Source: an optimization exercise on an open RTL-to-GDS flow (aim: small area). Production flows keep margins and buffers that such runs may drop.
In this exercise RTL edits were held to simulation tests only and were not proved equivalent to the original.
No activity file was given, so power comes from the tool's default toggle rates.

==> run a: inputs <==
## top_oled_driver
module top_oled_driver(
    input           clk_50m,
    input           rst_n,
    input  [63:0]   fixed_char,
    input  [6:0]    fixed_x,
    input  [5:0]    fixed_y,
    input  [63:0]   fixed_char1,
    input  [6:0]    fixed_x1,
    input  [5:0]    fixed_y1,
    input  [63:0]   fixed_char2,
    input  [6:0]    fixed_x2,
    input  [5:0]    fixed_y2,
    input  [15:0]   dy_value,
    input  [6:0]    dy_x,
    input  [5:0]    dy_y,
    input  [15:0]   dy_value1,
    input  [6:0]    dy_x1,
    input  [5:0]    dy_y1,
    input  [15:0]   dy_value2,
    input  [6:0]    dy_x2,
    input  [5:0]    dy_y2,
    output          busy,
    output          iic_scl,
    output          iic_sda,
    output          iic_sda_oe
);
Settings: LEC_CHECK=0, ABC_AREA=1, CAP_MARGIN=20, CORE_MARGIN=2, CORE_UTILIZATION=55, SLEW_MARGIN=20, BUFFER_PORTS_ARGS=-buffer_cell sky130_fd_sc_hd__buf_1, CTS_ARGS=-sink_clustering_enable -repair_clock_nets -buf_list {sky130_fd_sc_hd__clkbuf_16} -sink_clustering_size 28 -sink_clustering_max_diameter 100 -dont_use_dummy_load; clock period 20.0 ns.
standard.sh (not shown) runs the stock make flow with config.mk's settings and CLKGATE_MAP_FILE= SYNTH_SCRIPT=/design/flow/synth_recipe.tcl, a recipe that flattens the netlist after the stock synthesis.
==> flow/flow/run.sh <==
#!/bin/bash
set -euo pipefail
cat >> config.mk <<'EOC'
export BUFFER_PORTS_ARGS = -buffer_cell sky130_fd_sc_hd__buf_1
export CTS_ARGS = -sink_clustering_enable -repair_clock_nets -buf_list {sky130_fd_sc_hd__clkbuf_16} -sink_clustering_size 28 -sink_clustering_max_diameter 100 -dont_use_dummy_load
EOC

# 1. standard synthesis
bash standard.sh synth > synth.log 2>&1
RES=orfs/results/${FLOW_PLATFORM}/top_oled_driver/base
LOGD=orfs/logs/${FLOW_PLATFORM}/top_oled_driver/base
cp $RES/1_2_yosys.v $RES/1_2_yosys_std.v

# re-map combinational logic
YOSYS=yosys
if [ -x "$FLOW_HOME/../tools/install/yosys/bin/yosys" ]; then YOSYS="$FLOW_HOME/../tools/install/yosys/bin/yosys"; fi
export REMAP_LIB="$FLOW_HOME/platforms/sky130hd/lib/sky130_fd_sc_hd__tt_025C_1v80.lib"
export REMAP_IN="$RES/1_2_yosys_std.v"
export REMAP_OUT="$RES/1_2_yosys_remap.v"
export REMAP_ABC="$PWD/flow/remap.abc"
export REMAP_TOP="$FLOW_TOP"
export REMAP_DONT_USE="$(grep -o -- '-dont_use [^ ]*' $LOGD/1_2_yosys.log | sort -u | awk '{print $2}' | tr '\n' ' ')"
$YOSYS -c flow/remap.tcl > remap.log 2>&1
cp $REMAP_OUT $RES/1_2_yosys.v
rm -f $RES/1_synth.odb
bash standard.sh synth > synth_odb.log 2>&1

# 2./3. rest of the standard flow
bash standard.sh > standard.log 2>&1
==> flow/flow/remap.abc <==
strash
&get -n
&dch -f
&nf -R 1000
&put
==> flow/flow/remap.tcl <==
# Re-map the combinational logic of the standard synthesis netlist for area.
# Registers (and every other sequential cell) are kept as they are: same
# instances, names, cell types and connections.
set lib $::env(REMAP_LIB)
set in  $::env(REMAP_IN)
set out $::env(REMAP_OUT)
set abc_script $::env(REMAP_ABC)
set dont_use $::env(REMAP_DONT_USE)

yosys read_liberty -ignore_miss_func $lib
yosys blackbox sky130_fd_sc_hd__df* sky130_fd_sc_hd__edf* sky130_fd_sc_hd__sdf* sky130_fd_sc_hd__sedf* sky130_fd_sc_hd__dl*
yosys read_verilog $in
yosys hierarchy -top $::env(REMAP_TOP)
yosys tee -o remap_before.txt stat -liberty $lib
yosys flatten
# define every library cell again (as blackboxes) so the new cells have port directions
yosys read_liberty -lib -overwrite $lib
yosys opt -purge
yosys setundef -zero
set du {}
foreach c $dont_use { lappend du -dont_use $c }
yosys abc -script $abc_script -liberty $lib {*}$du
yosys splitnets
yosys opt_clean -purge
yosys hilomap -singleton -hicell sky130_fd_sc_hd__conb_1 HI -locell sky130_fd_sc_hd__conb_1 LO
yosys insbuf -buf sky130_fd_sc_hd__buf_4 A X
yosys check -assert -mapped
yosys tee -o remap_after.txt stat -liberty $lib
yosys write_verilog -noattr -nohex -nodec $out
==> run b: changes against run a <==
--- a/flow/flow/run.sh
+++ b/flow/flow/run.sh
@@ -3,5 +3,5 @@
 cat >> config.mk <<'EOC'
 export BUFFER_PORTS_ARGS = -buffer_cell sky130_fd_sc_hd__buf_1
-export CTS_ARGS = -sink_clustering_enable -repair_clock_nets -buf_list {sky130_fd_sc_hd__clkbuf_16} -sink_clustering_size 28 -sink_clustering_max_diameter 100 -dont_use_dummy_load
+export CTS_ARGS = -sink_clustering_enable -repair_clock_nets -buf_list {sky130_fd_sc_hd__clkbuf_16} -sink_clustering_size 24 -sink_clustering_max_diameter 100 -dont_use_dummy_load
 EOC
 
==> flow/flow/remap.abc (replaced) <==
strash
dch
map -a
topo
dnsize
CORE_UTILIZATION = 60   (was 55)
CTS_ARGS = -sink_clustering_enable -repair_clock_nets -buf_list {sky130_fd_sc_hd__clkbuf_16} -sink_clustering_size 24 -sink_clustering_max_diameter 100 -dont_use_dummy_load   (was -sink_clustering_enable -repair_clock_nets -buf_list {sky130_fd_sc_hd__clkbuf_16} -sink_clustering_size 28 -sink_clustering_max_diameter 100 -dont_use_dummy_load)
==> summary.md <==
| Metric | Value |
|---|---|
| Drt total wl | `49.41 mm` |
| Critical path startpoint category | `flip-flop` |
| Most frequent cells in the layout | `dfxtp_1 (323), buf_1 (310), xnor2_1 (211)` |
| Status | `timing/DRC/antenna clean` |
| Clock buf count | `18` |
| Crit-path max cell delay | `0.56 ns` |
| Clk pwr share | `0.295` |
| Max IR drop VDD | `0.07541 mV` |
| TritonCTS Buffers | `18` |
| Multi-input gate area | `7779 um2` |
| P per Cell Area | `73.85 nW/um2` |
| Nets | `2278` |
The numbers above come from run a.

==> summary.md <==
| Metric | Value |
|---|---|
| Most frequent cells in the layout | `dfxtp_1 (323), buf_1 (310), xnor2_1 (207)` |
| Max IR drop VDD | `0.08471 mV` |
| Clock buf count | `20` |
| Clk pwr share | `0.306` |
| Critical path startpoint category | `input pin` |
| P per Cell Area | `74.32 nW/um2` |
| Nets | `2429` |
| TritonCTS Buffers | `20` |
| Crit-path max cell delay | `0.82 ns` |
| Status | `timing/DRC/antenna clean` |
The numbers above come from run b.


---

==> inputs of trial 45 <==
top_oled_driver, a different RTL version from the one above (not shown whole).
==> flow/config.mk <==
export PLATFORM = sky130hd
export DESIGN_NAME = top_oled_driver
export DESIGN_NICKNAME = top_oled_driver
export VERILOG_FILES = /design/flow/design.v
export SDC_FILE = /design/flow/constraint.sdc
export NUM_CORES = 4
export LEC_CHECK = 0
export ABC_AREA = 1
export CAP_MARGIN = 5
export CORE_MARGIN = 2
export CORE_UTILIZATION = 55
export SLEW_MARGIN = 5
export BUFFER_PORTS_ARGS = -buffer_cell sky130_fd_sc_hd__buf_1
export CTS_ARGS = -sink_clustering_enable -repair_clock_nets -buf_list {sky130_fd_sc_hd__clkbuf_16} -sink_clustering_size 28 -sink_clustering_max_diameter 100 -dont_use_dummy_load
==> flow/constraint.sdc <==
create_clock -name core_clock -period 20.0 [get_ports {clk_50m}]
set_input_delay 4.0000 -clock core_clock [delete_from_list [all_inputs] [get_ports {clk_50m}]]
set_output_delay 4.0000 -clock core_clock [all_outputs]
set_load 0.01 [all_outputs]
==> flow/flow/run.sh <==
#!/bin/bash
set -euo pipefail
cat >> config.mk <<'EOC'
export BUFFER_PORTS_ARGS = -buffer_cell sky130_fd_sc_hd__buf_1
export CTS_ARGS = -sink_clustering_enable -repair_clock_nets -buf_list {sky130_fd_sc_hd__clkbuf_16} -sink_clustering_size 28 -sink_clustering_max_diameter 100 -dont_use_dummy_load
EOC

# 1. standard synthesis
bash standard.sh synth > synth.log 2>&1
RES=orfs/results/${FLOW_PLATFORM}/top_oled_driver/base
LOGD=orfs/logs/${FLOW_PLATFORM}/top_oled_driver/base
cp $RES/1_2_yosys.v $RES/1_2_yosys_std.v

# re-map combinational logic
YOSYS=yosys
if [ -x "$FLOW_HOME/../tools/install/yosys/bin/yosys" ]; then YOSYS="$FLOW_HOME/../tools/install/yosys/bin/yosys"; fi
export REMAP_LIB="$FLOW_HOME/platforms/sky130hd/lib/sky130_fd_sc_hd__tt_025C_1v80.lib"
export REMAP_IN="$RES/1_2_yosys_std.v"
export REMAP_OUT="$RES/1_2_yosys_remap.v"
export REMAP_ABC="$PWD/flow/remap.abc"
export REMAP_TOP="$FLOW_TOP"
export REMAP_DONT_USE="$(grep -o -- '-dont_use [^ ]*' $LOGD/1_2_yosys.log | sort -u | awk '{print $2}' | tr '\n' ' ')"
$YOSYS -c flow/remap.tcl > remap.log 2>&1
cp $REMAP_OUT $RES/1_2_yosys.v
rm -f $RES/1_synth.odb
bash standard.sh synth > synth_odb.log 2>&1

# 2./3. rest of the standard flow
bash standard.sh > standard.log 2>&1
==> flow/flow/remap.abc <==
strash
&get -n
&dch -f
&nf -R 1000
&put
Scripts as last shown in full above: flow/flow/remap.tcl
==> build 22: changes against trial 45 <==
Settings changed: CAP_MARGIN 5 to 20, SLEW_MARGIN 5 to 20.
==> qor.tcl <==
set qor(synth.net_count) 1873
set qor(highest_layer) {met5}
set qor(power_density_mw_per_mm2) 74.9
set qor(setup_repair_bufs_after_cts) 0
set qor(outcome) {complete, no violations}
set qor(maximum_clock_skew_at_final_layout_ps) 36.9
set qor(ios) 324
set qor(critPathLaunchType) {flip-flop}
set qor(crit_share_post_route_pct) 30.6
-- figures above: trial 45

==> qor.tcl <==
set qor(maximum_clock_skew_at_final_layout_ps) 36.9
set qor(synth.net_count) 1873
set qor(highest_layer) {met5}
set qor(setup_repair_bufs_after_cts) 0
set qor(ios) 324
set qor(crit_share_post_route_pct) 30.6
set qor(outcome) {complete, no violations}
set qor(power_density_mw_per_mm2) 74.9
-- figures above: build 22

==> afterwards: timing with drivers on the ports <==
The flow's constraints put no driver on any port. The routed layouts listed below were extracted and timed again, unchanged, in two steps.
Step 1, drivers: a clkbuf_16 drives clk_50m and a buf_2 each remaining input, both assumed.
Step 2 times the ports against the registers' clock, not the clock port: input delays grow and output delays shrink by t, the midpoint of the rising clock arrivals with the driver on.
a / b / c = ideal / step 1 / step 2; a / b = the first two.
run	shift t [ns]	setup slack, ns	worst hold slack (ns)
run a	0.560	13.942 / 13.887 / 13.927	0.487 / 0.487 / 0.487
run b	0.572	13.867 / 13.894 / 13.323	0.446 / 0.446 / 0.446
trial 45	0.564	13.872 / 13.822 / 13.583	0.492 / 0.492 / 0.492
build 22	0.564	13.872 / 13.822 / 13.583	0.492 / 0.492 / 0.492
After both steps every run listed still meets setup and hold. The setup slack of run b, which loses most, moves by +0.027 ns with the drivers and by -0.544 ns with both steps.
